This is an optimization exercise on Yosys and OpenROAD, whose aim is small area, not a production implementation. The RTL was checked by simulation tests, not by an equivalence proof against the original design. No activity file was given, so power comes from the tool's default toggle rates.

**flow/run.sh**
```bash
#!/bin/bash
# synth_recipe.tcl (not shown) runs the flow's synth.tcl, then flattens the netlist and writes it again
# the make line also repeats each setting of config.mk as NAME=value (left out here)
make -C /OpenROAD-flow-scripts/flow DESIGN_CONFIG=/design/flow/config.mk WORK_HOME=/design/flow/orfs CLKGATE_MAP_FILE= SYNTH_SCRIPT=/design/flow/synth_recipe.tcl finish
```
**flow/config.mk**
```make
export PLATFORM = sky130hd
export DESIGN_NAME = speck_uart_top_v3
export DESIGN_NICKNAME = speck_uart_top_v3
export VERILOG_FILES = /design/flow/design.v
export SDC_FILE = /design/flow/constraint.sdc
export NUM_CORES = 4
export LEC_CHECK = 0
export CAP_MARGIN = 20
export CORE_MARGIN = 2
export CORE_UTILIZATION = 40
export SLEW_MARGIN = 20
```
**flow/constraint.sdc**
```tcl
create_clock -name core_clock -period 10.0 [get_ports {clk}]
set_input_delay 2.0000 -clock core_clock [delete_from_list [all_inputs] [get_ports {clk}]]
set_output_delay 2.0000 -clock core_clock [all_outputs]
set_load 0.01 [all_outputs]
```
**flow/design.v**
```verilog
module speck_uart_top_v3 (
    input  wire clk,
    input  wire rst,
    input  wire uart_rxd,
    output wire uart_txd
);
    localparam [3:0] S_CMD   = 4'd0,    
                     S_KEY   = 4'd1,    
                     S_BLK   = 4'd2,    
                     S_FWDW  = 4'd3,    
                     S_FWD   = 4'd4,    
                     S_PREPW = 4'd5,    
                     S_INVA  = 4'd6,    
                     S_INVB  = 4'd7,    
                     S_TX    = 4'd8;    
    reg  [3:0]  st;
    reg  [4:0]  ph;
    reg  [1:0]  sg;
    reg  [4:0]  cnt;       
    reg  [3:0]  bn;        
    reg         rx_busy;
    reg         sp;        
    reg         rb;        
    reg         c0, c1, match;    
    reg         key_ok;
    reg         tx_out;
    reg  [31:0] X, Y, K;
    reg  [95:0] L;
    reg  [7:0]  XS, LS;    
    reg  [3:0]  YS, KS;    
    reg         cd, ck;    
    assign uart_txd = tx_out;
    wire slot_end = (ph == 5'd31);
    wire fwd     = (st == S_FWD);
    wire inva    = (st == S_INVA);
    wire invb    = (st == S_INVB);
    wire invmode = (st == S_PREPW) | inva | invb;
    wire cnt_m1  = (cnt == 5'd31);
    wire cnt_26  = (cnt == 5'd26);
    wire en_df   = fwd & c0;                        
    wire en_kf   = fwd;                             
    wire en_di   = inva & ~c0 & ~cnt_26;            
    wire en_ki   = inva & ~cnt_m1;                  
    wire lo8     = (ph[4:3] == 2'b00);              
    wire late_d  = invb & ~c0 & ~cnt_26 & lo8;
    wire late_k  = invb & ~cnt_m1 & lo8;
    wire ph_hi3  = (ph >= 5'd29);
    wire prep    = ((st == S_PREPW) & (sg == 2'd1) | invb) & ph_hi3;
    wire ph_lt24 = ~(ph[4] & ph[3]);
    reg ib;
    always @(*) begin
        case (ph)
            5'd0:    ib = cnt[0];
            5'd1:    ib = cnt[1];
            5'd2:    ib = cnt[2];
            5'd3:    ib = cnt[3];
            5'd4:    ib = cnt[4];
            default: ib = 1'b0;
        endcase
    end
    wire ynew_i = ph_hi3 ? YS[0] : (Y[3] ^ X[3]);
    wire da     = fwd ? (ph_lt24 ? X[8] : XS[0]) : (X[0] ^ K[0]);
    wire db     = fwd ? Y[0] : ~ynew_i;
    wire dci    = (ph == 5'd0) ? ~fwd : cd;
    wire dsum   = da ^ db ^ dci;
    wire xnew_f = dsum ^ K[0];
    wire ynew_f = YS[1] ^ xnew_f;
    wire knew_i = ph_hi3 ? KS[0] : (K[3] ^ L[3]);
    wire ka     = fwd ? (ph_lt24 ? L[8] : LS[0]) : (L[0] ^ ib);
    wire kb     = fwd ? K[0] : ~knew_i;
    wire kci    = (ph == 5'd0) ? ~fwd : ck;
    wire ksum   = ka ^ kb ^ kci;
    wire lnew_f = ksum ^ ib;
    wire knew_f = KS[1] ^ lnew_f;
    wire rx_win = rx_busy & ~bn[3] & (ph == {cnt[1:0], bn[2:0]});
    wire [1:0] seg  = cnt[3:2] - 2'd1;             
    wire [1:0] dseg = (seg >= sg) ? (seg - sg) : (seg - sg - 2'd1);  
    wire wr_key = rx_win & (st == S_KEY);
    wire wr_blk = rx_win & (st == S_BLK);
    wire wr_K   = wr_key & (cnt[3:2] == 2'd0);
    wire wr_L0  = wr_key & (cnt[3:2] != 2'd0) & (dseg == 2'd0);
    wire wr_L1  = wr_key & (cnt[3:2] != 2'd0) & (dseg == 2'd1);
    wire wr_L2  = wr_key & (cnt[3:2] != 2'd0) & (dseg == 2'd2);
    wire wr_X   = wr_blk & cnt[2];
    wire wr_Y   = wr_blk & ~cnt[2];
    wire xfb = wr_X ? rb :
               en_df ? xnew_f :
               ((en_di & ~lo8) | late_d) ? XS[0] : X[0];
    wire yfb = wr_Y ? rb :
               en_df ? ynew_f :
               en_di ? ynew_i : Y[0];
    wire kfb = wr_K ? rb :
               en_kf ? knew_f :
               en_ki ? knew_i : K[0];
    wire lfb = wr_L0 ? rb :
               en_kf ? lnew_f :
               (en_ki & ~lo8) ? LS[0] : L[0];
    wire l31 = wr_L1 ? rb : L[32];
    wire l63 = wr_L2 ? rb : late_k ? LS[0] : L[64];
    wire xs_in = fwd ? (lo8 ? X[0] : XS[0]) : dsum;
    wire ls_in = fwd ? (lo8 ? L[0] : LS[0]) : ksum;
    wire ys_in = prep ? (Y[3] ^ X[3]) : invmode ? YS[0] : ph_hi3 ? yfb : Y[0];
    wire ks_in = prep ? (K[3] ^ L[3]) : invmode ? KS[0] : ph_hi3 ? kfb : K[0];
    always @(posedge clk) begin
        X  <= {xfb, X[31:1]};
        Y  <= {yfb, Y[31:1]};
        K  <= {kfb, K[31:1]};
        L  <= {lfb, L[95:65], l63, L[63:33], l31, L[31:1]};
        XS <= {xs_in, XS[7:1]};
        LS <= {ls_in, LS[7:1]};
        YS <= {ys_in, YS[3:1]};
        KS <= {ks_in, KS[3:1]};
        cd <= (da & db) | (da & dci) | (db & dci);
        ck <= (ka & kb) | (ka & kci) | (kb & kci);
    end
    wire tapv = cnt[2] ? X[0] : Y[0];
    wire cap  = (st == S_TX) & (ph == {cnt[1:0], bn[2:0]});
    wire rx_open  = (st == S_CMD) | (st == S_KEY) | (st == S_BLK);
    wire rx_start = rx_open & ~rx_busy & ~uart_rxd;
    wire smp      = rx_busy & (ph[3:0] == 4'd0) & (ph[4] == sp);
    wire smp_stop = smp & (bn == 4'd7);
    reg exp_bit;
    always @(*) begin
        case (bn[2:0])
            3'd1:    exp_bit = ~c1;
            3'd2:    exp_bit = c0 & c1;
            3'd3:    exp_bit = ~c0 & c1;
            3'd5:    exp_bit = 1'b1;
            default: exp_bit = 1'b0;
        endcase
    end
    wire tx_last = (st == S_TX) & slot_end & (bn == 4'd9) & (cnt[2:0] == 3'd7);
    wire inv_end = invb & slot_end & cnt_m1;
    always @(posedge clk or posedge rst) begin
        if (rst) begin
            st      <= S_CMD;
            ph      <= 5'd0;
            sg      <= 2'd0;
            rx_busy <= 1'b0;
            key_ok  <= 1'b0;
            tx_out  <= 1'b1;
        end else begin
            ph <= ph + 5'd1;
            if (slot_end)
                sg <= (sg == 2'd2) ? 2'd0 : sg + 2'd1;
            if (rx_start) rx_busy <= 1'b1;
            if (smp_stop) rx_busy <= 1'b0;
            if (smp_stop) begin
                case (st)
                    S_CMD: if (match) begin
                        if (c0 & c1)
                            st <= S_KEY;
                        else if (~c1 & key_ok)
                            st <= S_BLK;
                        else if (~c0 & c1)
                            key_ok <= 1'b0;
                    end
                    S_KEY: if (cnt[3:0] == 4'd15) begin
                        st     <= S_CMD;
                        key_ok <= 1'b1;
                    end
                    default: if (cnt[2:0] == 3'd7) st <= S_FWDW;
                endcase
            end
            if (slot_end) begin
                case (st)
                    S_FWDW:  if (sg == 2'd2) st <= S_FWD;
                    S_FWD:   if (cnt_26) st <= S_PREPW;
                    S_PREPW: if (sg == 2'd1) st <= S_INVA;
                    S_INVA:  st <= S_INVB;
                    S_INVB:  st <= cnt_m1 ? S_TX : S_INVA;
                    S_TX:    if (tx_last) st <= S_CMD;
                    default: ;
                endcase
            end
            if (inv_end)
                tx_out <= 1'b0;
            else if ((st == S_TX) & slot_end)
                tx_out <= (bn == 4'd9) ? tx_last : (bn == 4'd8) ? 1'b1 : (cap ? tapv : rb);
        end
    end
    always @(posedge clk) begin
        if (rx_start) begin
            sp <= ~(ph[4] ^ ph[3]);
            bn <= 4'd14;
        end else if (smp) begin
            bn <= bn + 4'd1;
        end else if (inv_end) begin
            bn <= 4'd0;
        end else if ((st == S_TX) & slot_end) begin
            bn <= (bn == 4'd9) ? 4'd0 : bn + 4'd1;
        end
        if (smp)
            rb <= uart_rxd;
        else if (cap)
            rb <= tapv;
        if (smp & (st == S_CMD)) begin
            if (bn == 4'd15) begin
                c0    <= uart_rxd;
                match <= 1'b1;
            end else if (bn == 4'd0) begin
                c1    <= uart_rxd;
            end else if (~bn[3] & (bn[2:0] != 3'd7)) begin
                if (uart_rxd != exp_bit) match <= 1'b0;
            end
        end
        if (smp_stop)
            cnt <= (st == S_CMD) ? 5'd0 : cnt + 5'd1;
        else if (slot_end) begin
            if ((st == S_FWDW) | inv_end)
                cnt <= 5'd0;
            else if (fwd & ~cnt_26)
                cnt <= cnt + 5'd1;
            else if (invb & ~cnt_m1)
                cnt <= cnt - 5'd1;
            else if ((st == S_TX) & (bn == 4'd9))
                cnt <= cnt + 5'd1;
        end
    end
endmodule
```
==> results of run 1 <==
[power by group]
part | switching [W] | leakage (nW) | total [W] | internal (W)
clock | 0.000355 | 0.385 | 0.000874 | 0.000519
sequential | 0.0000292 | 2.05 | 0.00103 | 0.00100
combinational | 0.0000446 | 0.884 | 0.0000796 | 0.0000349
[registers in the layout (all words and copies together) (netlist names), 2 cells and up]
register	count
L	96
K	32
X	32
Y	32
LS	8
XS	8
cnt	5
ph	5
KS	4
YS	4
bn	4
st	4
sg	2
[metrics by stage]
stage               cells  util, %  power (W)  hold slack, ns  cell area (µm²)
finish                821    46.20   0.001983          0.3206             8242
global route          821    46.20   0.002063          0.3274             8242
CTS                   821    46.15   0.002008          0.3227             8233
detailed placement    781    41.73   0.001129          0.3121             7445
global placement      781    41.73   0.001122          0.3099             7445
floorplan             568        -   0.001104          0.3096             7218
[cell families after synthesis]
family | count (synthesis) | synth area share (%)
fa+ha+maj | 26 | 4.819
xor+xnor | 20 | 2.427
mux | 19 | 2.774
flops | 246 | 70.46
simple gates | 137 | 10.07
buf+inv | 40 | 2.340
compound gates | 80 | 7.107
[synth_stat cells (all sizes together), types with 4 or more instances]
cell type	n	area (µm²)
a21oi	19	95.09
and2	5	31.28
and3	6	37.54
buf	11	60.05
clkbuf	8	30.03
dfrtp	13	325.3
dfxtp	223	4464
edfxtp	9	270.3
ha	23	287.8
inv	21	78.83
mux2	8	90.09
mux2i	11	110.1
nand2	26	97.59
nand2b	8	50.05
nand3	8	40.04
nor2	39	146.4
nor2b	5	31.28
nor3	12	60.06
nor3b	5	47.54
nor4	6	43.79
nor4b	4	47.55
o211ai	5	37.54
o21ai	30	153.9
o41ai	4	42.55
xnor2	9	78.83
xor2	11	96.34
[worst register-to-register path: cells and delay by family (launching register included)]
family,cells,cell delay (ns)
AOI/OAI and AO/OA,5,1.28
adders and majority gates,2,0.76
xor gates and xnor gates,3,0.57
DFF,1,0.47
buffers and inverters,1,0.14
and+or+nand+nor,1,0.12
[worst max path at each step]
stage             start        to  slack [ns]  cells past startpoint
2_1_floorplan  uart_rxd        sp        6.97                      1
4_1_cts          tx_out  uart_txd        6.40                      1
5_1_grt           ph[0]     KS[3]        6.35                     12
3_3_place_gp   uart_rxd        sp        6.29                      2
6_report         tx_out  uart_txd        6.41                      1
3_5_place_dp   uart_rxd        sp        6.17                      2
[metal layers]
metal,track usage [%],vias up,share of wire (%),wire (µm)
met5,0,-,0,0
met2,19.33,73,44,5211
met1,17.79,1900,49,5826
met3,2.771,28,3.9,466
li1,-,1942,-,-
met4,4.834,0,2.9,340
[cell type report]
class                   instances  area share (%)
flip-flops and latches        246           61.71
well taps                     229           3.477
multi-input cells             282           23.93
clock inverters                 7           1.017
repair buffers                  3          0.3644
inverters                      21          0.9564
clock buffers                  33           8.547
==> reports/results.ini, run 1 <==
[outcome]
status=timing/DRC/antenna clean

[critical_path]
reg2reg_depth=12
slowest_stage=dfstp_2
crit_required_ns=8.00
worst_path_largest_cell_delay_ns=0.54
r2r_slack_ns=6.55
worst-endpoint-arrival_ns=1.59
crit_path_start_kind=flop
crit_path_end_kind=output pin
cp_cell_sequence=clkdlybuf4s50_1
worstSetupPathType=reg -> out
reg2reg_from=ph[0]
r2r_end=KS[3]
cp_top_family=flip-flops
cp_max_fo=2
critPathBufInv=1

[placed_design]
portBuffers=3
post-place-ws_ns=6.167
gp_congestion=0.8655
dp_hpwl_um=7648

[sta]
rsz0062_at_grt=false
period_share_pct=35.85
layout_min_cycle_time_ns=3.585
hold_violations=0
slew_headroom_pct=25.05
setup_viol=0
clock_skew_ns=0.009302
setup_tns_ns=0
slew_viol_final=0
worst_pin_slew_ns=1.109
fmax_mhz=278.9
setup_ws_ns=6.415

[finish]
ff_latch_area_um2=5086
n_antenna_cell=0
drive_above_1_share_pct=9.459
area_delta_synth_final_pct=14.18
final_cell_mix=223 x dfxtp_1, 39 x nor2_1, 27 x o21ai_0
fillers=1553
multiInputGateArea_um2=1972
nets=606
layout_commonest_cell=dfxtp_1

[cts]
cts_resized=0
post_cts_buffers=0
tritoncts=done
cts.clk_slew.worst_paths_ns=0.06
cts_sinks=246
clk_latency_ns=0.52
hold_buffers=0
cts_buffers=23
h-tree-depth=1
clk_path_buf_depth=3
cts_root_buf=clkbuf_16

[grt]
grt_usage_pct=12.69
grt_overflow_total=0
grt_max_degree=25
grt_pass1_vias=3935
grt_first_pass_wirelength_um=20070
antenna_found_initial=0

[synth]
synth_enable_flop_cells=9
syn_avg_cell_area_um2=12.71
syn_nets=597
synth_cell_types=59
seq_area_frac_synth_pct=70.46
synth_ff_type=dfxtp_1
syn_area_um2=7218
yosysWarningCount=1
syn_inst=568
synth-async-reset-ratio_pct=5.691
ys_ff_latch=246

[route]
vias_per_cell=4.803
totalWireLength_um=11840
drt_pass1_iterations=4
drt_iter0_drc=275
remaining_drc_errors=0
vias=3943
wl_per_cell_um=14.43
ant_nets=0

[floorplanning]
die_w_um=138.3
ios=4
initial_core_util_pct=40.46
dieArea_um2=19140
dieHeight_um=138.3
core_um2=17840
fp-row-count=49

[worst_hold_path]
hold_end=L[42]
hold_depth=0
min_from=L[43]
worstHoldPathType=reg -> reg

[pwr]
vdd_ir_drop_max_v=0.0001360
power_density_nw_per_um2=240.6
total_leakage_power_nw=3.319

[flow_run]
maxCapViolCount=0

==> inputs of run 2 (changes only) <==
--- a/flow/config.mk
+++ b/flow/config.mk
@@ -8,4 +8,7 @@
 export CAP_MARGIN = 20
 export CORE_MARGIN = 2
 export CORE_UTILIZATION = 40
+export CTS_BUF_LIST = sky130_fd_sc_hd__clkbuf_8
+export CTS_CLUSTER_DIAMETER = 50
+export CTS_CLUSTER_SIZE = 20
 export SLEW_MARGIN = 20
==> reports/results.ini, run 2 <==
[outcome]
status=timing/DRC/antenna clean

[cts]
post_cts_buffers=0  ; unchanged
hold_buffers=0  ; unchanged
cts_buffers=19  ; -17%
clk_path_buf_depth=3  ; unchanged
cts.clk_slew.worst_paths_ns=0.11  ; +0.05 ns
cts_root_buf=clkbuf_8
clk_latency_ns=0.53  ; about the same
tritoncts=done
h-tree-depth=1  ; unchanged
cts_resized=0  ; unchanged
cts_sinks=246  ; unchanged

[sta]
worst_pin_slew_ns=1.152  ; +0.04325 ns
clock_skew_ns=0.01815  ; +0.008849 ns
layout_min_cycle_time_ns=3.600  ; +0.01463 ns
hold_violations=0  ; unchanged
setup_viol=0  ; unchanged
slew_headroom_pct=22.12  ; -2.9 points
rsz0062_at_grt=false
period_share_pct=36.00  ; +0.15 points
fmax_mhz=277.8  ; -0.41%
slew_viol_final=0  ; unchanged
setup_tns_ns=0  ; unchanged

[critical_path]
slowest_stage=dfstp_2
critPathBufInv=1  ; unchanged
cp_top_family=flip-flops
crit_path_end_kind=output pin
worstSetupPathType=reg -> out
crit_path_start_kind=flop
cp_cell_sequence=clkdlybuf4s50_1
cp_max_fo=2  ; unchanged
worst-endpoint-arrival_ns=1.60  ; about the same
crit_required_ns=8.00  ; about the same
worst_path_largest_cell_delay_ns=0.55  ; about the same

[route]
wl_per_cell_um=14.33  ; -0.68%
drt_iter0_drc=279  ; +1.5%
drt_pass1_iterations=5  ; +1
vias=3885  ; -1.5%
totalWireLength_um=11640  ; -1.8%
vias_per_cell=4.784  ; -0.38%
ant_nets=0  ; unchanged
remaining_drc_errors=0  ; unchanged

[grt]
grt_usage_pct=12.37  ; -0.32 points
grt_first_pass_wirelength_um=19600  ; -2.3%
antenna_found_initial=0  ; unchanged
grt_overflow_total=0  ; unchanged
grt_max_degree=25  ; unchanged
grt_pass1_vias=3806  ; -3.3%

[synth]
syn_nets=597  ; unchanged
yosysMostFrequentCell=dfxtp_1
synth_fa_ha_area_share_pct=4.819  ; unchanged
syn_area_um2=7218  ; unchanged
synth_compound_area_share_pct=7.107  ; unchanged
synth_area_leaders=dfxtp_1 62%, dfrtp_1 4.5%, ha_1 4.0%
muxShareOfSynthArea_pct=2.773  ; unchanged
synth_ff_type=dfxtp_1
synth_top_area_cell=dfxtp_1
synth.top_cell.area_share_pct=61.85  ; unchanged
synthXorXnorAreaFrac_pct=2.427  ; unchanged
syn_avg_cell_area_um2=12.71  ; unchanged
synth-simple-area-share_pct=10.07  ; unchanged
synth-async-reset-ratio_pct=5.691  ; unchanged
synth_top_family_by_area=simple AND/OR/NAND/NOR gates
synth_common_cells=223 x dfxtp_1, 39 x nor2_1, 27 x o21ai_0
synth_enable_flop_cells=9  ; unchanged
synth_cell_types=59  ; unchanged
seq_area_frac_synth_pct=70.46  ; unchanged
yosysWarningCount=1  ; unchanged
syn_inst=568  ; unchanged
ys_ff_latch=246  ; unchanged

[placed_design]
portBuffers=3  ; unchanged
gp_congestion=0.8655  ; unchanged
dp_hpwl_um=7648  ; unchanged

[finish]
layout_commonest_cell=dfxtp_1
top_register=L
final_cell_mix=223 x dfxtp_1, 39 x nor2_1, 27 x o21ai_0
largest_reg_flops=96  ; unchanged
nets=602  ; -0.66%
postLayoutCoreUtil_pct=43.92  ; -2.3 points
n_antenna_cell=0  ; unchanged
area_delta_synth_final_pct=8.546
drive_above_1_share_pct=8.062  ; -1.4 points
fillers=1593  ; +2.6%

[pwr]
vdd_ir_drop_max_v=0.0001472  ; +8.3%
power_density_nw_per_um2=209.2  ; -13%
total_leakage_power_nw=3.131  ; -5.7%

[floorplanning]
initial_core_util_pct=40.46  ; unchanged
die_w_um=138.3  ; unchanged
fp-row-count=49  ; unchanged
ios=4  ; unchanged
core_um2=17840  ; unchanged
dieArea_um2=19140  ; unchanged
dieHeight_um=138.3  ; unchanged

[worst_hold_path]
worstHoldPathType=reg -> reg

[flow_run]
maxCapViolCount=0  ; unchanged

-- run 2: cell count changes in the layout (fill, tap and decap cells not counted), moves of 2 or more --
cell / delta
clkbuf_16: -24
clkbuf_8: +13
clkbuf_1: -2
inv_8: +3
clkinv_2: -2
inv_1: +2
-- run 2: layout make-up --
cell class,count,area (µm²),area share (%)
Clock buffer,20,275.3,3.513
Clock inverter,11,106.4,1.357
Timing Repair Buffer,3,30.03,0.3833
Multi-Input combinational cell,282,1972,25.17
Sequential cell,246,5086,64.92
Tap cell,229,286.5,3.657
Inverter,21,78.83,1.006
-- run 2: per-layer routing --
metal	vias up	part of all wire, %	GRT usage, %
li1	1928	-	-
met1	1844	50	17.85
met2	92	43	18.68
met3	21	4.9	2.598
met4	0	2.3	3.974
met5	-	0	0
-- run 2: per-stage QoR --
stage / hold slack [ns] / area, µm² / instances / power [W] / worst slack, ns
after detailed placement: 0.3121 / 7445 / 781 / 0.001129 / 6.167
final: 0.3176 / 7835 / 812 / 0.001639 / 6.400
after floorplan: 0.3096 / 7218 / 568 / 0.001104 / 6.974
after global placement: 0.3099 / 7445 / 781 / 0.001122 / 6.291
after CTS: 0.3178 / 7826 / 812 / 0.001659 / 6.379
after global routing: 0.3130 / 7835 / 812 / 0.001714 / 6.318
-- run 2: final timing paths --
kind,slack (ns),depth (start not counted),endpoint,startpoint
max reg2reg,6.54,12,KS[3],ph[0]
min,0.32,0,Y[3],Y[4]
min reg2reg,0.32,0,Y[3],Y[4]
min in group asynchronous,1.85,2,rx_busy,rst
max in group asynchronous,7.71,2,ph[4],rst
max,6.40,1,uart_txd,tx_out
-- run 2: cells by family (layout without fill, tap and decap cells) --
group           after synthesis  count (layout)
flops                       246             246
simple gates                137             137
fa+ha+maj                    26              26
mux                          19              19
compound gates               80              80
xor+xnor                     20              20
buf+inv                      40              55
-- run 2: power by group --
part           internal, W  leakage (nW)  switching (W)  total [W]
registers         0.000999          2.05      0.0000294    0.00103
logic            0.0000351         0.884      0.0000447  0.0000797
clock network     0.000204         0.196       0.000326   0.000530
==> inputs of run 3 (changes only) <==
--- a/flow/config.mk
+++ b/flow/config.mk
@@ -7,8 +7,8 @@
 export LEC_CHECK = 0
 export CAP_MARGIN = 20
 export CORE_MARGIN = 2
-export CORE_UTILIZATION = 40
-export CTS_BUF_LIST = sky130_fd_sc_hd__clkbuf_8
-export CTS_CLUSTER_DIAMETER = 50
-export CTS_CLUSTER_SIZE = 20
+export CORE_UTILIZATION = 60
+export CTS_BUF_LIST = sky130_fd_sc_hd__clkbuf_16
+export CTS_CLUSTER_DIAMETER = 60
+export CTS_CLUSTER_SIZE = 36
 export SLEW_MARGIN = 20
==> reports/results.ini, run 3 <==
[outcome]
status=timing/DRC/antenna clean

[finish]
drive_above_1_share_pct=7.130  ; -0.93 points
n_antenna_cell=0  ; unchanged
stdcell_area_um2=7881  ; +0.59%
top_register=L
area_delta_synth_final_pct=9.187
largest_reg_flops=96  ; unchanged
nets=598  ; -0.66%
final_cell_mix=223 x dfxtp_1, 39 x nor2_1, 27 x o21ai_0
layout.cells.non_filler=722  ; -11%
layout_commonest_cell=dfxtp_1

[grt]
grt_usage_pct=18.57  ; +6.2 points
grt_max_degree=37  ; +48%
grt_first_pass_wirelength_um=19060  ; -2.8%
antenna_found_initial=0  ; unchanged
grt_pass1_vias=3808  ; +0.053%
grt_overflow_total=0  ; unchanged

[synth]
synth_compound_area_share_pct=7.107  ; unchanged
synth_ff_type=dfxtp_1
synth-simple-area-share_pct=10.07  ; unchanged
synthXorXnorAreaFrac_pct=2.427  ; unchanged
synth_common_cells=223 x dfxtp_1, 39 x nor2_1, 27 x o21ai_0
synth_area_leaders=dfxtp_1 62%, dfrtp_1 4.5%, ha_1 4.0%
synth_enable_flop_cells=9  ; unchanged
syn_avg_cell_area_um2=12.71  ; unchanged
synth_cell_types=59  ; unchanged
synth_top_area_cell=dfxtp_1
muxShareOfSynthArea_pct=2.773  ; unchanged
syn_nets=597  ; unchanged
synth_fa_ha_area_share_pct=4.819  ; unchanged
synth-async-reset-ratio_pct=5.691  ; unchanged
ys_ff_latch=246  ; unchanged
synth.top_cell.area_share_pct=61.85  ; unchanged
synth_top_family_by_area=simple AND/OR/NAND/NOR gates
syn_area_um2=7218  ; unchanged
yosysMostFrequentCell=dfxtp_1
seq_area_frac_synth_pct=70.46  ; unchanged
syn_inst=568  ; unchanged
yosysWarningCount=1  ; unchanged

[floorplanning]
initial_core_util_pct=60.85  ; +20 points
dieHeight_um=113.7  ; -18%
ios=4  ; unchanged
fp-row-count=40  ; -18%
dieArea_um2=12920  ; -32%
die_w_um=113.7  ; -18%
core_um2=11860  ; -34%

[route]
vias=3832  ; -1.4%
ant_nets=0  ; unchanged
wl_per_cell_um=15.85  ; +11%
drt_iter0_drc=239  ; -14%
remaining_drc_errors=0  ; unchanged
drt_pass1_iterations=4  ; -1
totalWireLength_um=11440  ; -1.7%
vias_per_cell=5.307  ; +11%

[critical_path]
critPathBufInv=1  ; unchanged
worstSetupPathType=reg -> out
crit_required_ns=8.00  ; about the same
crit_path_end_kind=output pin
cp_max_fo=2  ; unchanged
cp_top_family=flip-flops
crit_path_start_kind=flop
worst_path_largest_cell_delay_ns=0.54  ; about the same
cp_cell_sequence=clkdlybuf4s50_1
r2r_slack_ns=6.78  ; +0.24 ns
worst-endpoint-arrival_ns=1.53  ; -0.07 ns
slowest_stage=dfstp_2

[sta]
period_share_pct=35.26  ; -0.74 points
worst_pin_slew_ns=0.9781  ; -0.1739 ns
fmax_mhz=283.6  ; +2.1%
setup_viol=0  ; unchanged
hold_violations=0  ; unchanged
setup_ws_ns=6.474  ; +0.07407 ns
layout_min_cycle_time_ns=3.526  ; -0.07407 ns
slew_headroom_pct=33.88  ; +12 points
setup_tns_ns=0  ; unchanged
rsz0062_at_grt=false
slew_viol_final=0  ; unchanged
clock_skew_ns=0.04031  ; +0.02216 ns

[cts]
hold_buffers=0  ; unchanged
cts_root_buf=clkbuf_16
clk_latency_ns=0.49  ; -0.04 ns
tritoncts=done
clk_path_buf_depth=3  ; unchanged
cts_buffers=14  ; -5
h-tree-depth=1  ; unchanged
post_cts_buffers=0  ; unchanged
cts_resized=0  ; unchanged
cts_sinks=246  ; unchanged
cts.clk_slew.worst_paths_ns=0.11  ; about the same

[worst_hold_path]
worstHoldPathType=reg -> reg

[placed_design]
dp_hpwl_um=7560  ; -1.1%
gp_congestion=0.8947  ; +3.4%
placed_cells=700  ; -10%
post-place-ws_ns=6.226  ; +0.05877 ns
place_area_um2=7350  ; -1.3%
portBuffers=3  ; unchanged

[pwr]
total_leakage_power_nw=3.188  ; +1.8%
vdd_ir_drop_max_v=0.0002444  ; +66%
power_density_nw_per_um2=223.4  ; +6.8%

[flow_run]
maxCapViolCount=0  ; unchanged

## run 3: cell counts after synthesis
No cell type changed its count.
## run 3: worst reg2reg max path, delay by kind of cell (launching register included)
| family | cells | cell delay, ns |
|---|---|---|
| xor gates and xnor gates | 3 | 0.46 |
| DFF | 1 | 0.48 |
| adders and majority gates | 2 | 0.75 |
| AOI/OAI and AO/OA | 5 | 1.20 |
| and+or+nand+nor | 1 | 0.09 |
| buffers and inverters | 1 | 0.15 |
## run 3: layout make-up
class                   instances  area (µm²)
well taps                     147       183.9
clock inverters                 7       156.4
multi-input cells             282        1963
flip-flops and latches        246        5086
repair buffers                  4       37.54
inverters                      21       78.83
clock buffers                  15       375.4
fillers                       877        3980
## run 3: path summary, 6_finish.rpt
check                      startpoint       end  cells after the start
min reg2reg                     XS[6]     XS[5]                      0
min                             XS[6]     XS[5]                      0
max in group asynchronous         rst   rx_busy                      2
min in group asynchronous         rst     ph[3]                      2
max reg2reg                     ph[0]     KS[3]                     12
max                            tx_out  uart_txd                      1
## run 3: kinds of logic after synthesis
family,count (synthesis)
flops,246
fa+ha+maj,26
buf+inv,40
compound gates,80
mux,19
xor+xnor,20
simple gates,137
## run 3: report_power, final
| part | internal [W] | switching, W | total, W | leakage [nW] |
|---|---|---|---|---|
| Combinational | 0.0000352 | 0.0000419 | 0.0000771 | 0.889 |
| Clock | 0.000303 | 0.000349 | 0.000652 | 0.248 |
| Sequential | 0.00100 | 0.0000321 | 0.00103 | 2.05 |
## run 3: metrics by stage
step                      utilization [%]  power, W  hold slack, ns
after CTS                           66.45  0.001774          0.3144
final                               66.45  0.001761          0.3135
after detailed placement            61.96  0.001129          0.3121
after global placement              61.96  0.001125          0.3102
after global routing                66.45  0.001823          0.3099
after floorplan                         -  0.001104          0.3096
## run 3: routing by layer
layer | share of wire, % | global-route usage [%] | up-vias
met1 | 51 | 26.81 | 1838
met3 | 4.6 | 3.719 | 13
met4 | 1.5 | 5.285 | 0
met5 | 0 | 0 | -
met2 | 43 | 28.82 | 71
li1 | - | - | 1910
==> inputs of run 4 (changes only) <==
==> flow/flow/run.sh (new file) <==
#!/bin/bash
set -euo pipefail
export CTS_ARGS="-sink_clustering_enable -repair_clock_nets -dont_use_dummy_load -buf_list sky130_fd_sc_hd__clkbuf_4 -sink_clustering_size 10 -sink_clustering_max_diameter 40"
bash standard.sh > flow.log 2>&1
==> flow/standard.sh (new file) <==
#!/bin/bash
# synth_recipe.tcl (not shown) runs the flow's synth.tcl, then flattens the netlist and writes it again
# the make line also repeats each setting of config.mk as NAME=value (left out here)
make -C /OpenROAD-flow-scripts/flow DESIGN_CONFIG=/design/flow/config.mk WORK_HOME=/design/flow/orfs CLKGATE_MAP_FILE= SYNTH_SCRIPT=/design/flow/synth_recipe.tcl "${@:-finish}"
--- a/flow/config.mk
+++ b/flow/config.mk
@@ -7,8 +7,5 @@
 export LEC_CHECK = 0
 export CAP_MARGIN = 20
 export CORE_MARGIN = 2
-export CORE_UTILIZATION = 60
-export CTS_BUF_LIST = sky130_fd_sc_hd__clkbuf_16
-export CTS_CLUSTER_DIAMETER = 60
-export CTS_CLUSTER_SIZE = 36
+export CORE_UTILIZATION = 40
 export SLEW_MARGIN = 20
removed: flow/run.sh
==> reports/results.ini, run 4 <==
[outcome]
status=timing/DRC/antenna clean

[cts]
cts_root_buf=clkbuf_4
clk_latency_ns=0.65  ; +0.16 ns
clk_path_buf_depth=3  ; unchanged
cts_sinks=246  ; unchanged
hold_buffers=0  ; unchanged
cts_resized=0  ; unchanged
cts.clk_slew.worst_paths_ns=0.09  ; -0.02 ns
post_cts_buffers=0  ; unchanged
tritoncts=done
h-tree-depth=1  ; unchanged
cts_buffers=31  ; +17

[finish]
top_register=L
postLayoutCoreUtil_pct=43.08  ; -23 points
largest_reg_flops=96  ; unchanged
fillers=1630  ; +86%
n_antenna_cell=0  ; unchanged
drive_above_1_share_pct=8.405  ; +1.3 points
final_cell_mix=223 x dfxtp_1, 39 x nor2_1, 31 x clkbuf_4
nets=614  ; +2.7%
area_delta_synth_final_pct=6.483
layout_commonest_cell=dfxtp_1
layout.cells.non_filler=812  ; +12%

[grt]
gr-max-usage-layer=met2
met1_usage_pct=17.56  ; -9.2 points
grt_usage_pct=12.47  ; -6.1 points
grt_pass1_vias=3918  ; +2.9%
grt_overflow_total=0  ; unchanged
use_met3_pct=2.910  ; -0.81 points
grt_max_degree=25  ; -32%
antenna_found_initial=0  ; unchanged
grt_first_pass_wirelength_um=19860  ; +4.2%
grtUsageMet2_pct=19.15  ; -9.7 points

[route]
ant_nets=0  ; unchanged
drt_pass1_iterations=5  ; +1
wl_per_cell_um=14.20  ; -10%
drt_iter0_drc=232  ; -2.9%
vias_per_cell=4.814  ; -9.3%
totalWireLength_um=11530  ; +0.74%
vias=3909  ; +2.0%
remaining_drc_errors=0  ; unchanged

[floorplanning]
dieArea_um2=19140  ; +48%
fp-row-count=49  ; +23%
ios=4  ; unchanged
initial_core_util_pct=40.46  ; -20 points
dieHeight_um=138.3  ; +22%
die_w_um=138.3  ; +22%
core_um2=17840  ; +50%

[sta]
rsz0062_at_grt=false
worst_pin_slew_ns=1.141  ; +0.1625 ns
setup_tns_ns=0  ; unchanged
fin_hold_ws_ns=0.2709  ; -0.04261 ns
clock_skew_ns=0.06694  ; +0.02663 ns
period_share_pct=36.87  ; +1.6 points
layout_min_cycle_time_ns=3.687  ; +0.1608 ns
hold_violations=0  ; unchanged
fmax_mhz=271.2  ; -4.4%
setup_viol=0  ; unchanged
slew_viol_final=0  ; unchanged
slew_headroom_pct=22.89  ; -11 points

[synth]
yosysWarningCount=1  ; unchanged
synth-async-reset-ratio_pct=5.691  ; unchanged
synth.top_cell.area_share_pct=61.85  ; unchanged
synth_cell_types=59  ; unchanged
seq_area_frac_synth_pct=70.46  ; unchanged
syn_nets=597  ; unchanged
synth_enable_flop_cells=9  ; unchanged
syn_inst=568  ; unchanged
synth_top_area_cell=dfxtp_1
synth_ff_type=dfxtp_1
syn_area_um2=7218  ; unchanged
synth_area_leaders=dfxtp_1 62%, dfrtp_1 4.5%, ha_1 4.0%
ys_ff_latch=246  ; unchanged
syn_avg_cell_area_um2=12.71  ; unchanged
synth_common_cells=223 x dfxtp_1, 39 x nor2_1, 27 x o21ai_0
yosysMostFrequentCell=dfxtp_1

[placed_design]
dp_hpwl_um=7648  ; +1.2%
gp_congestion=0.8655  ; -3.3%
portBuffers=3  ; unchanged
placed_cells=781  ; +12%

[worst_hold_path]
hold_depth=0  ; unchanged
worstHoldPathType=reg -> reg

[critical_path]
crit_path_end_kind=output pin
worst-path-stages=1  ; unchanged
cp_cell_sequence=clkdlybuf4s50_1
reg2reg_depth=12  ; unchanged
cp_max_fo=2  ; unchanged
cp_top_family=flip-flops
worstSetupPathType=reg -> out
slowest_stage=dfstp_2
worst_path_largest_cell_delay_ns=0.55  ; about the same
critPathBufInv=1  ; unchanged
crit_required_ns=8.00  ; about the same
crit_path_start_kind=flop
worst-endpoint-arrival_ns=1.69  ; +0.16 ns

[flow_run]
maxCapViolCount=0  ; unchanged

[pwr]
total_leakage_power_nw=3.077  ; -3.5%
power_density_nw_per_um2=198.1  ; -11%
vdd_ir_drop_max_v=0.0001108  ; -55%

run 4: cell counts after synthesis:
No cell type changed its count.
run 4: per-stage QoR:
step                      total power [W]  worst slack [ns]  area (µm²)
final                            0.001523             6.313        7686
after global routing             0.001607             6.231        7686
after floorplan                  0.001104             6.974        7218
after CTS                        0.001551             6.252        7677
after detailed placement         0.001129             6.167        7445
after global placement           0.001122             6.291        7445
run 4: final cells by class:
type                            instances  area [µm²]  share of cell area, %
Timing Repair Buffer                    3       30.03                 0.3907
Tap cell                              229       286.5                  3.728
Clock buffer                           31       232.7                  3.028
Sequential cell                       246        5086                  66.17
Inverter                               21       78.83                  1.026
Multi-Input combinational cell        282        1972                  25.66
run 4: worst paths after layout:
check / endpoint / from / slack [ns]
setup / recovery: uart_txd / tx_out / 6.31
hold / removal: L[52] / L[53] / 0.27
setup reg to reg: KS[3] / ph[0] / 6.56
hold reg to reg: L[52] / L[53] / 0.27
max in group asynchronous: sg[1] / rst / 7.80
min in group asynchronous: ph[2] / rst / 1.72
run 4: report_power, final:
group          internal, W  switching (W)   total, W
Sequential        0.000999      0.0000289    0.00103
Combinational    0.0000349      0.0000443  0.0000792
Clock             0.000141       0.000274   0.000415
run 4: cell families after synthesis:
| group | Yosys count | synth area share [%] |
|---|---|---|
| DFF | 246 | 70.46 |
| and+or+nand+nor | 137 | 10.07 |
| AOI/OAI and AO/OA | 80 | 7.107 |
| buffers and inverters | 40 | 2.340 |
| adders and majority gates | 26 | 4.819 |
| xor gates and xnor gates | 20 | 2.427 |
| muxes | 19 | 2.774 |
run 4: routing by layer:
layer | routed length [µm] | up-vias
met4 | 308 | 0
met1 | 5656 | 1864
li1 | - | 1940
met5 | 0 | -
met3 | 498 | 22
met2 | 5065 | 83
==> inputs of run 5 (changes only) <==
==> flow/flow/run.sh (replaced) <==
#!/bin/bash
set -euo pipefail
export CTS_ARGS="-sink_clustering_enable -repair_clock_nets -dont_use_dummy_load -buf_list sky130_fd_sc_hd__clkbuf_8 -sink_clustering_size 20 -sink_clustering_max_diameter 50"
bash standard.sh > flow.log 2>&1
==> reports/results.ini, run 5 <==
[synth]
syn_area_um2=7218  ; unchanged
synth_area_leaders=dfxtp_1 62%, dfrtp_1 4.5%, ha_1 4.0%
syn_inst=568  ; unchanged
synth_top_area_cell=dfxtp_1
syn_nets=597  ; unchanged
yosysWarningCount=1  ; unchanged
synth.top_cell.area_share_pct=61.85  ; unchanged
yosysMostFrequentCell=dfxtp_1
seq_area_frac_synth_pct=70.46  ; unchanged
synth_ff_type=dfxtp_1
synth_common_cells=223 x dfxtp_1, 39 x nor2_1, 27 x o21ai_0
synth-async-reset-ratio_pct=5.691  ; unchanged
syn_avg_cell_area_um2=12.71  ; unchanged
synth_cell_types=59  ; unchanged
synth_enable_flop_cells=9  ; unchanged
ys_ff_latch=246  ; unchanged

[pwr]
p_sw_w=0.0003464  ; -0.21%
combPwrFrac_pct=5.1  ; about the same
power_density_nw_per_um2=201.2  ; +1.5%
vdd_ir_drop_max_v=0.0001462  ; +32%
seqPwrFrac_pct=66.3  ; -1.2 points
power.internal_w=0.001206  ; +2.5%
switching_share_pct=22.32  ; -0.48 points
power_w=0.001552  ; +1.9%
total_leakage_power_nw=3.071  ; -0.20%
p_clk_share_pct=28.6  ; +1.3 points

[finish]
area_delta_synth_final_pct=6.882
layout_commonest_cell=dfxtp_1
postLayoutCoreUtil_pct=43.24  ; +0.16 points
drive_above_1_share_pct=6.480  ; -1.9 points
nets=602  ; -2.0%
n_antenna_cell=0  ; unchanged
top_register=L
final_cell_mix=223 x dfxtp_1, 39 x nor2_1, 27 x o21ai_0
largest_reg_flops=96  ; unchanged
fillers=1603  ; -1.7%

[grt]
grt_overflow_total=0  ; unchanged
grt_usage_pct=12.41  ; -0.060 points
antenna_found_initial=0  ; unchanged
grt_first_pass_wirelength_um=19660  ; -1.0%
grt_max_degree=25  ; unchanged
grt_pass1_vias=3835  ; -2.1%

[cts]
clk_path_buf_depth=3  ; unchanged
cts_buffers=19  ; -39%
post_cts_buffers=0  ; unchanged
hold_buffers=0  ; unchanged
cts_root_buf=clkbuf_8
tritoncts=done
cts.clk_slew.worst_paths_ns=0.11  ; +0.02 ns
cts_sinks=246  ; unchanged
cts_resized=0  ; unchanged
h-tree-depth=1  ; unchanged
clk_latency_ns=0.52  ; -0.13 ns

[sta]
layout_min_cycle_time_ns=3.529  ; -0.1578 ns
clock_skew_ns=0.05352  ; -0.01342 ns
period_share_pct=35.29  ; -1.6 points
hold_violations=0  ; unchanged
fin_hold_ws_ns=0.2827  ; +0.01188 ns
fmax_mhz=283.4  ; +4.5%
slew_headroom_pct=25.20  ; +2.3 points
setup_tns_ns=0  ; unchanged
setup_ws_ns=6.471  ; +0.1578 ns
slew_viol_final=0  ; unchanged
setup_viol=0  ; unchanged
worst_pin_slew_ns=1.106  ; -0.03410 ns
rsz0062_at_grt=false

[floorplanning]
die_w_um=138.3  ; unchanged
fp-row-count=49  ; unchanged
initial_core_util_pct=40.46  ; unchanged
core_um2=17840  ; unchanged
dieHeight_um=138.3  ; unchanged
dieArea_um2=19140  ; unchanged
ios=4  ; unchanged

[route]
drt_iter0_drc=284  ; +22%
remaining_drc_errors=0  ; unchanged
totalWireLength_um=11610  ; +0.72%
ant_nets=0  ; unchanged
vias=3867  ; -1.1%
wl_per_cell_um=14.51  ; +2.2%
drt_pass1_iterations=5  ; unchanged
vias_per_cell=4.834  ; +0.41%

[placed_design]
gp_congestion=0.8655  ; unchanged
post-place-ws_ns=6.167  ; unchanged
portBuffers=3  ; unchanged
dp_hpwl_um=7648  ; unchanged

[critical_path]
r2r_slack_ns=6.52  ; -0.04 ns
crit_path_start_kind=flop
crit_path_end_kind=output pin
slowest_stage=dfstp_2
reg2reg_depth=12  ; unchanged
cp_top_family=flip-flops
r2r_end=KS[3]
worstSetupPathType=reg -> out
reg2reg_from=ph[0]
worst-endpoint-arrival_ns=1.53  ; -0.16 ns
crit_required_ns=8.00  ; about the same
critPathBufInv=1  ; unchanged
worst_path_largest_cell_delay_ns=0.54  ; about the same
cp_cell_sequence=clkdlybuf4s50_1
cp_max_fo=2  ; unchanged

[worst_hold_path]
hold_depth=0  ; unchanged
hold_end=Y[3]
worstHoldPathType=reg -> reg
min_from=Y[4]

[flow_run]
maxCapViolCount=0  ; unchanged

[outcome]
status=timing/DRC/antenna clean

run 5: changes by cell type in the layout (fill, tap and decap cells not counted), sizes merged:
cell	before	now
clkbuf	31	19
run 5: cell type report:
type	count	area, µm²	area share [%]
clock buffers	19	261.5	3.390
inverters	21	78.83	1.022
well taps	229	286.5	3.714
flip-flops and latches	246	5086	65.93
repair buffers	3	30.03	0.3892
multi-input cells	282	1972	25.56
run 5: power by group through the flow:
| stage | Clock, W | Sequential, W | Combinational, W |
|---|---|---|---|
| detailed placement | 0 | 0.00105 | 0.0000784 |
| CTS | 0.000466 | 0.00103 | 0.0000789 |
| finish | 0.000444 | 0.00103 | 0.0000791 |
| floorplan | 0 | 0.00103 | 0.0000706 |
| global placement | 0 | 0.00105 | 0.0000726 |
| global route | 0.000504 | 0.00103 | 0.0000911 |
run 5: layer usage:
layer / GRT usage [%] / wire [µm]
met5: 0 / 0
met4: 4.350 / 263
met3: 2.425 / 453
met2: 18.84 / 5066
met1: 17.80 / 5827
run 5: kinds of logic (layout without fill, tap and decap cells):
family	after synthesis	in the layout	share of synthesized area [%]
compound gates	80	80	7.107
xor+xnor	20	20	2.427
fa+ha+maj	26	26	4.819
buf+inv	40	43	2.340
flops	246	246	70.46
mux	19	19	2.774
simple gates	137	137	10.07
run 5: stage by stage:
stage | area [µm²] | cells
after floorplan | 7218 | 568
after global placement | 7445 | 781
after detailed placement | 7445 | 781
after CTS | 7706 | 800
after global routing | 7715 | 800
final | 7715 | 800
run 5: worst max-delay path by stage:
stage              from        to  slack (ns)  depth (start not counted)
2_1_floorplan  uart_rxd        sp        6.97                          1
3_3_place_gp   uart_rxd        sp        6.29                          2
3_5_place_dp   uart_rxd        sp        6.17                          2
4_1_cts          tx_out  uart_txd        6.44                          1
5_1_grt           ph[0]     KS[3]        6.30                         12
6_report         tx_out  uart_txd        6.47                          1

-- separate check: timing with driven ports --
The flow's constraints put no driver on any port. The routed layouts listed below were extracted and timed again, unchanged, in two steps. Step 1: set_driving_cell puts a clkbuf_16 on clk and a buf_2 on each other input, an assumption about the parent block. Step 2 moves the port delays by t, midway between the first and last clock arrival at a register: inputs arrive t later, outputs are due t later. That takes back most of the time a late clock gives input paths. Slacks: no drivers / after step 1 / after step 2; pairs: no drivers / after step 1.
run | shift t [ns] | setup WS [ns] | clock arrival spread, ns
run 1 | 0.551 | 6.415 / 6.374 / 6.129 | 0.012 / 0.012
run 2 | 0.556 | 6.400 / 6.364 / 6.095 | 0.020 / 0.019
run 3 | 0.515 | 6.474 / 6.434 / 6.197 | 0.044 / 0.044
run 4 | 0.645 | 6.313 / 6.282 / 6.101 | 0.067 / 0.067
run 5 | 0.526 | 6.471 / 6.435 / 6.092 | 0.055 / 0.055
After both steps setup and hold are still met in every run listed. The setup slack of run 5, which loses most, moves by -0.036 ns with the drivers and by -0.379 ns with both steps.
